Source: an optimization exercise on an open RTL-to-GDS flow (aim: small area). Production flows keep margins and buffers that such runs may drop.
The RTL was checked by simulation tests, not by an equivalence proof against the original design.
Power and IR drop assume default switching activity.

==> trial 58: inputs <==
==> flow/design.v <==
module FIFO_sync
(
    input wire       clk,
    input wire       rst,
    input wire       wr_en,      
    input wire [7:0] din,        
    input wire       rd_en,      
    output reg       valid,      
    output reg [7:0] dout,       
    output wire      empty,      
    output wire      full        
    );
reg [7:0] mem[15:0];
reg [4:0] count;         
reg       valid_reg;
wire [3:0] lo_n, hi_n;
wire [15:0] rsel;
fifo_or2    u_l0 (.a(count[0]), .b(count[1]), .y(lo_n[0]));
fifo_nand2b u_l1 (.a_n(count[1]), .b(count[0]), .y(lo_n[1]));
fifo_nand2b u_l2 (.a_n(count[0]), .b(count[1]), .y(lo_n[2]));
fifo_nand2  u_l3 (.a(count[0]), .b(count[1]), .y(lo_n[3]));
fifo_or2    u_h0 (.a(count[2]), .b(count[3]), .y(hi_n[0]));
fifo_nand2b u_h1 (.a_n(count[3]), .b(count[2]), .y(hi_n[1]));
fifo_nand2b u_h2 (.a_n(count[2]), .b(count[3]), .y(hi_n[2]));
fifo_nand2  u_h3 (.a(count[2]), .b(count[3]), .y(hi_n[3]));
genvar k, b;
generate
    for (k = 0; k < 16; k = k + 1) begin : g_sel
        fifo_nor2 u_sel (.a(lo_n[k % 4]), .b(hi_n[k / 4]), .y(rsel[k]));
    end
endgenerate
assign empty = ~(lo_n[0] | hi_n[0] | count[4]);
assign full  = count[4];
wire wr_fire = wr_en && !full;     
wire rd_fire = rd_en && !empty;    
wire       chg = wr_fire ^ rd_fire;
wire [3:0] same;       
wire [4:0] tgl;
fifo_xnor2 u_s0 (.a(wr_fire), .b(count[0]), .y(same[0]));
fifo_xnor2 u_s1 (.a(wr_fire), .b(count[1]), .y(same[1]));
fifo_xnor2 u_s2 (.a(wr_fire), .b(count[2]), .y(same[2]));
fifo_xnor2 u_s3 (.a(wr_fire), .b(count[3]), .y(same[3]));
assign tgl[0] = chg;
fifo_and2 u_t1 (.a(tgl[0]), .b(same[0]), .y(tgl[1]));
fifo_and2 u_t2 (.a(tgl[1]), .b(same[1]), .y(tgl[2]));
fifo_and2 u_t3 (.a(tgl[2]), .b(same[2]), .y(tgl[3]));
fifo_and2 u_t4 (.a(tgl[3]), .b(same[3]), .y(tgl[4]));
always @(posedge clk or posedge rst)
begin
    if (rst)
        count <= 5'd0;
    else
        count <= count ^ tgl;
end
integer i;
always @(posedge clk)
begin
    if (wr_fire)
    begin
        mem[0] <= din;
        for (i = 1; i <= 15; i = i + 1)
            mem[i] <= mem[i-1];
    end
end
always @(posedge clk or posedge rst)
begin
    if (rst)
    begin
        valid_reg <= 1'b0;
        valid     <= 1'b0;
    end
    else
    begin
        valid_reg <= rd_fire;
        valid     <= valid_reg;
    end
end
wire [7:0] rdata;
generate
    for (b = 0; b < 8; b = b + 1) begin : g_rd
        wire [4:0] y;
        wire       y5, t;
        for (k = 0; k < 5; k = k + 1) begin : g_ao
            fifo_a222oi u_ao (
                .a1(mem[3*k][b]),   .b1(rsel[3*k]),
                .a2(mem[3*k+1][b]), .b2(rsel[3*k+1]),
                .a3(mem[3*k+2][b]), .b3(rsel[3*k+2]),
                .y(y[k]));
        end
        fifo_nand2 u_n15 (.a(mem[15][b]), .b(rsel[15]), .y(y5));
        fifo_and3  u_a3  (.a(y[3]), .b(y[4]), .c(y5), .y(t));
        fifo_nand4 u_n4  (.a(y[0]), .b(y[1]), .c(y[2]), .d(t), .y(rdata[b]));
    end
endgenerate
always @(posedge clk)
    dout <= rdata;
endmodule
module fifo_a222oi (input wire a1, b1, a2, b2, a3, b3, output wire y);
    assign y = ~((a1 & b1) | (a2 & b2) | (a3 & b3));
endmodule
module fifo_nand2 (input wire a, b, output wire y);
    assign y = ~(a & b);
endmodule
module fifo_nand2b (input wire a_n, b, output wire y);
    assign y = ~(~a_n & b);
endmodule
module fifo_or2 (input wire a, b, output wire y);
    assign y = a | b;
endmodule
module fifo_nor2 (input wire a, b, output wire y);
    assign y = ~(a | b);
endmodule
module fifo_and3 (input wire a, b, c, output wire y);
    assign y = a & b & c;
endmodule
module fifo_nand4 (input wire a, b, c, d, output wire y);
    assign y = ~(a & b & c & d);
endmodule
module fifo_xnor2 (input wire a, b, output wire y);
    assign y = ~(a ^ b);
endmodule
module fifo_and2 (input wire a, b, output wire y);
    assign y = a & b;
endmodule
==> flow/flow/run.sh <==
#!/bin/bash
# Standard ORFS layout (the standard.sh), with two changes:
#  - CTS inserts no dummy loads and builds the tree from clkbuf_4 cells
#  - port buffering uses buf_1 cells (every port still gets its own buffer)
set -euo pipefail
bash standard.sh finish \
  "CTS_ARGS=-sink_clustering_enable -repair_clock_nets -dont_use_dummy_load -buf_list sky130_fd_sc_hd__clkbuf_4" \
  "BUFFER_PORTS_ARGS=-buffer_cell sky130_fd_sc_hd__buf_1" \
  > orfs_make.log 2>&1
==> flow/standard.sh <==
#!/bin/bash
# synth_recipe.tcl (not shown) runs the flow's synth.tcl, then flattens the netlist and writes it again
# the make line also repeats each setting of config.mk as NAME=value (left out here)
make -C /OpenROAD-flow-scripts/flow DESIGN_CONFIG=/design/flow/config.mk WORK_HOME=/design/flow/orfs CLKGATE_MAP_FILE= SYNTH_SCRIPT=/design/flow/synth_recipe.tcl "${@:-finish}"
==> flow/config.mk <==
export PLATFORM = sky130hd
export DESIGN_NAME = FIFO_sync
export DESIGN_NICKNAME = FIFO_sync
export VERILOG_FILES = /design/flow/design.v
export SDC_FILE = /design/flow/constraint.sdc
export NUM_CORES = 4
export LEC_CHECK = 0
export CAP_MARGIN = 20
export CORE_MARGIN = 2
export CORE_UTILIZATION = 70
export PLACE_DENSITY = 0.8
export SLEW_MARGIN = 20
export SYNTH_HIERARCHICAL = 1
export SYNTH_MINIMUM_KEEP_SIZE = 0
==> flow/constraint.sdc <==
create_clock -name core_clock -period 4.0 [get_ports {clk}]
set_input_delay 0.8000 -clock core_clock [delete_from_list [all_inputs] [get_ports {clk}]]
set_output_delay 0.8000 -clock core_clock [all_outputs]
set_load 0.01 [all_outputs]
==> build 11 (differences from trial 58) <==
==> flow/run.sh (new file) <==
#!/bin/bash
# synth_recipe.tcl (not shown) runs the flow's synth.tcl, then flattens the netlist and writes it again
# the make line also repeats each setting of config.mk as NAME=value (left out here)
make -C /OpenROAD-flow-scripts/flow DESIGN_CONFIG=/design/flow/config.mk WORK_HOME=/design/flow/orfs CLKGATE_MAP_FILE= SYNTH_SCRIPT=/design/flow/synth_recipe.tcl finish
--- a/flow/config.mk
+++ b/flow/config.mk
@@ -7,8 +7,8 @@
 export LEC_CHECK = 0
 export CAP_MARGIN = 20
 export CORE_MARGIN = 2
-export CORE_UTILIZATION = 70
-export PLACE_DENSITY = 0.8
+export CORE_UTILIZATION = 40
+export CTS_BUF_LIST = sky130_fd_sc_hd__clkbuf_4
 export SLEW_MARGIN = 20
 export SYNTH_HIERARCHICAL = 1
 export SYNTH_MINIMUM_KEEP_SIZE = 0
removed: flow/flow/run.sh
removed: flow/standard.sh
==> trial 79 (differences from trial 58) <==
==> flow/design.v, changed modules only <==
module FIFO_sync
(
    input wire       clk,
    input wire       rst,
    input wire       wr_en,      
    input wire [7:0] din,        
    input wire       rd_en,      
    output reg       valid,      
    output reg [7:0] dout,       
    output wire      empty,      
    output wire      full        
    );
reg [7:0] mem[15:0];
reg [4:0] count;         
reg       valid_reg;
wire [3:0] lo_n, hi_n;
wire [15:0] rsel;
fifo_or2    u_l0 (.a(count[0]), .b(count[1]), .y(lo_n[0]));
fifo_nand2b u_l1 (.a_n(count[1]), .b(count[0]), .y(lo_n[1]));
fifo_nand2b u_l2 (.a_n(count[0]), .b(count[1]), .y(lo_n[2]));
fifo_nand2  u_l3 (.a(count[0]), .b(count[1]), .y(lo_n[3]));
fifo_or2    u_h0 (.a(count[2]), .b(count[3]), .y(hi_n[0]));
fifo_nand2b u_h1 (.a_n(count[3]), .b(count[2]), .y(hi_n[1]));
fifo_nand2b u_h2 (.a_n(count[2]), .b(count[3]), .y(hi_n[2]));
fifo_nand2  u_h3 (.a(count[2]), .b(count[3]), .y(hi_n[3]));
genvar k, b;
generate
    for (k = 0; k < 16; k = k + 1) begin : g_sel
        fifo_nor2 u_sel (.a(lo_n[k % 4]), .b(hi_n[k / 4]), .y(rsel[k]));
    end
endgenerate
assign empty = ~(lo_n[0] | hi_n[0] | count[4]);
assign full  = count[4];
wire wr_fire = wr_en && !full;     
wire rd_fire = rd_en && !empty;    
always @(posedge clk or posedge rst)
begin
    if (rst)
        count <= 5'd0;
    else
        count <= count + {4'd0, wr_fire} - {4'd0, rd_fire};
end
integer i;
always @(posedge clk)
begin
    if (wr_fire)
    begin
        mem[0] <= din;
        for (i = 1; i <= 15; i = i + 1)
            mem[i] <= mem[i-1];
    end
end
always @(posedge clk or posedge rst)
begin
    if (rst)
    begin
        valid_reg <= 1'b0;
        valid     <= 1'b0;
    end
    else
    begin
        valid_reg <= rd_fire;
        valid     <= valid_reg;
    end
end
wire [7:0] rdata;
generate
    for (b = 0; b < 8; b = b + 1) begin : g_rd
        wire [4:0] y;
        wire       y5, t;
        for (k = 0; k < 5; k = k + 1) begin : g_ao
            fifo_a222oi u_ao (
                .a1(mem[3*k][b]),   .b1(rsel[3*k]),
                .a2(mem[3*k+1][b]), .b2(rsel[3*k+1]),
                .a3(mem[3*k+2][b]), .b3(rsel[3*k+2]),
                .y(y[k]));
        end
        fifo_nand2 u_n15 (.a(mem[15][b]), .b(rsel[15]), .y(y5));
        fifo_and3  u_a3  (.a(y[3]), .b(y[4]), .c(y5), .y(t));
        fifo_nand4 u_n4  (.a(y[0]), .b(y[1]), .c(y[2]), .d(t), .y(rdata[b]));
    end
endgenerate
always @(posedge clk)
    dout <= rdata;
endmodule
// module fifo_xnor2 removed
// module fifo_and2 removed
==> flow/run.sh (new file) <==
#!/bin/bash
# synth_recipe.tcl (not shown) runs the flow's synth.tcl, then flattens the netlist and writes it again
# the make line also repeats each setting of config.mk as NAME=value (left out here)
make -C /OpenROAD-flow-scripts/flow DESIGN_CONFIG=/design/flow/config.mk WORK_HOME=/design/flow/orfs CLKGATE_MAP_FILE= SYNTH_SCRIPT=/design/flow/synth_recipe.tcl finish
--- a/flow/config.mk
+++ b/flow/config.mk
@@ -7,8 +7,7 @@
 export LEC_CHECK = 0
 export CAP_MARGIN = 20
 export CORE_MARGIN = 2
-export CORE_UTILIZATION = 70
-export PLACE_DENSITY = 0.8
+export CORE_UTILIZATION = 40
 export SLEW_MARGIN = 20
 export SYNTH_HIERARCHICAL = 1
 export SYNTH_MINIMUM_KEEP_SIZE = 0
removed: flow/flow/run.sh
removed: flow/standard.sh
==> impl_metrics.yaml <==
final_layout:
  inverters: 9
  num-multi-input-gates: 107
synth:
  synthSimpleGateAreaFrac: 0.0531
  synth_common_cells: "edfxtp_1 (128), a222oi_1 (40), nor2_1 (18)"
  synth-adder-area-share: 0.0164
  synthTopCellsByArea: "edfxtp_1 (77%), a222oi_1 (8.0%), dfrtp_1 (3.5%)"
  ys_types: 19
  synth_area_sq_um: 5020
detailed_routing:
  via_count: 2623
  via_per_inst: 5.44
  drt-initial-drc-count: 386
worst_setup_path:
  crit_path_start: "count[1]$_DFF_PP0_"
  crit-reg2reg-launch: "count[1]$_DFF_PP0_"
placed_design:
  place_ws_ns: 1.14
timing:
  max_slew_margin: 0.560
run_status:
  status: "timing/DRC/antenna clean"
global_route:
  grt_first_pass_wirelength_mm: 13.3
  antenna_found_initial: 0
floorplan:
  rows: 40
pwr:
  netSwitchingFraction: 0.267
  internal_power_w: 0.00364
the above is filed under trial 79

==> impl_metrics.yaml <==
synth:
  synth-adder-area-share: 0
  synth_area_sq_um: 4970
detailed_routing:
  via_per_inst: 5.47
  drt-initial-drc-count: 434
run_status:
  status: "timing/DRC/antenna clean"
global_route:
  grt_first_pass_wirelength_mm: 13.4
  antenna_found_initial: 1
pwr:
  internal_power_w: 0.00284
timing:
  max_slew_margin: 0.505
placed_design:
  place_ws_ns: 0.936
worst_setup_path:
  crit-reg2reg-launch: "count[3]$_DFF_PP0_"
the above is filed under build 11

==> impl_metrics.yaml <==
synth:
  synthSimpleGateAreaFrac: 0.0581
  synth_area_sq_um: 4970
  synth-adder-area-share: 0
  synthTopCellsByArea: "edfxtp_1 (77%), a222oi_1 (8.1%), dfrtp_1 (3.5%)"
  ys_types: 18
  synth_common_cells: "edfxtp_1 (128), a222oi_1 (40), nor2_1 (16)"
placed_design:
  place_ws_ns: 1.39
global_route:
  antenna_found_initial: 0
  grt_first_pass_wirelength_mm: 12.4
worst_setup_path:
  crit-reg2reg-launch: "count[3]$_DFF_PP0_"
  crit_path_start: "count[3]$_DFF_PP0_"
detailed_routing:
  via_per_inst: 6.63
  via_count: 2564
  drt-initial-drc-count: 360
run_status:
  status: "timing/DRC/antenna clean"
final_layout:
  inverters: 2
  num-multi-input-gates: 106
pwr:
  internal_power_w: 0.00261
floorplan:
  rows: 30
the above is filed under trial 58

separate check: timing with driven ports:
Ports are ideal in the flow. The routed layouts listed here were re-timed in OpenROAD. Step 1 assumes that a clkbuf_16 drives the clock port and a buf_2 every other input. Step 2 also shifts input and output timing later by t, the mid clock arrival at the registers, as if the neighbouring blocks saw the same clock. Slacks: no drivers / after step 1 / after step 2; pairs: no drivers / after step 1.
run	shift t [ns]	setup WS [ns]	slew at the worst register clock pin (ns)
trial 58	0.489	1.525 / 1.496 / 1.405	0.11 / 0.11
build 11	0.536	1.086 / 1.055 / 0.976	0.12 / 0.12
trial 79	0.440	1.194 / 1.157 / 1.140	0.06 / 0.06
After both steps every run listed still meets setup and hold. For trial 58, which loses most, drivers alone change the setup slack by -0.029 ns; drivers and shift together by -0.120 ns.
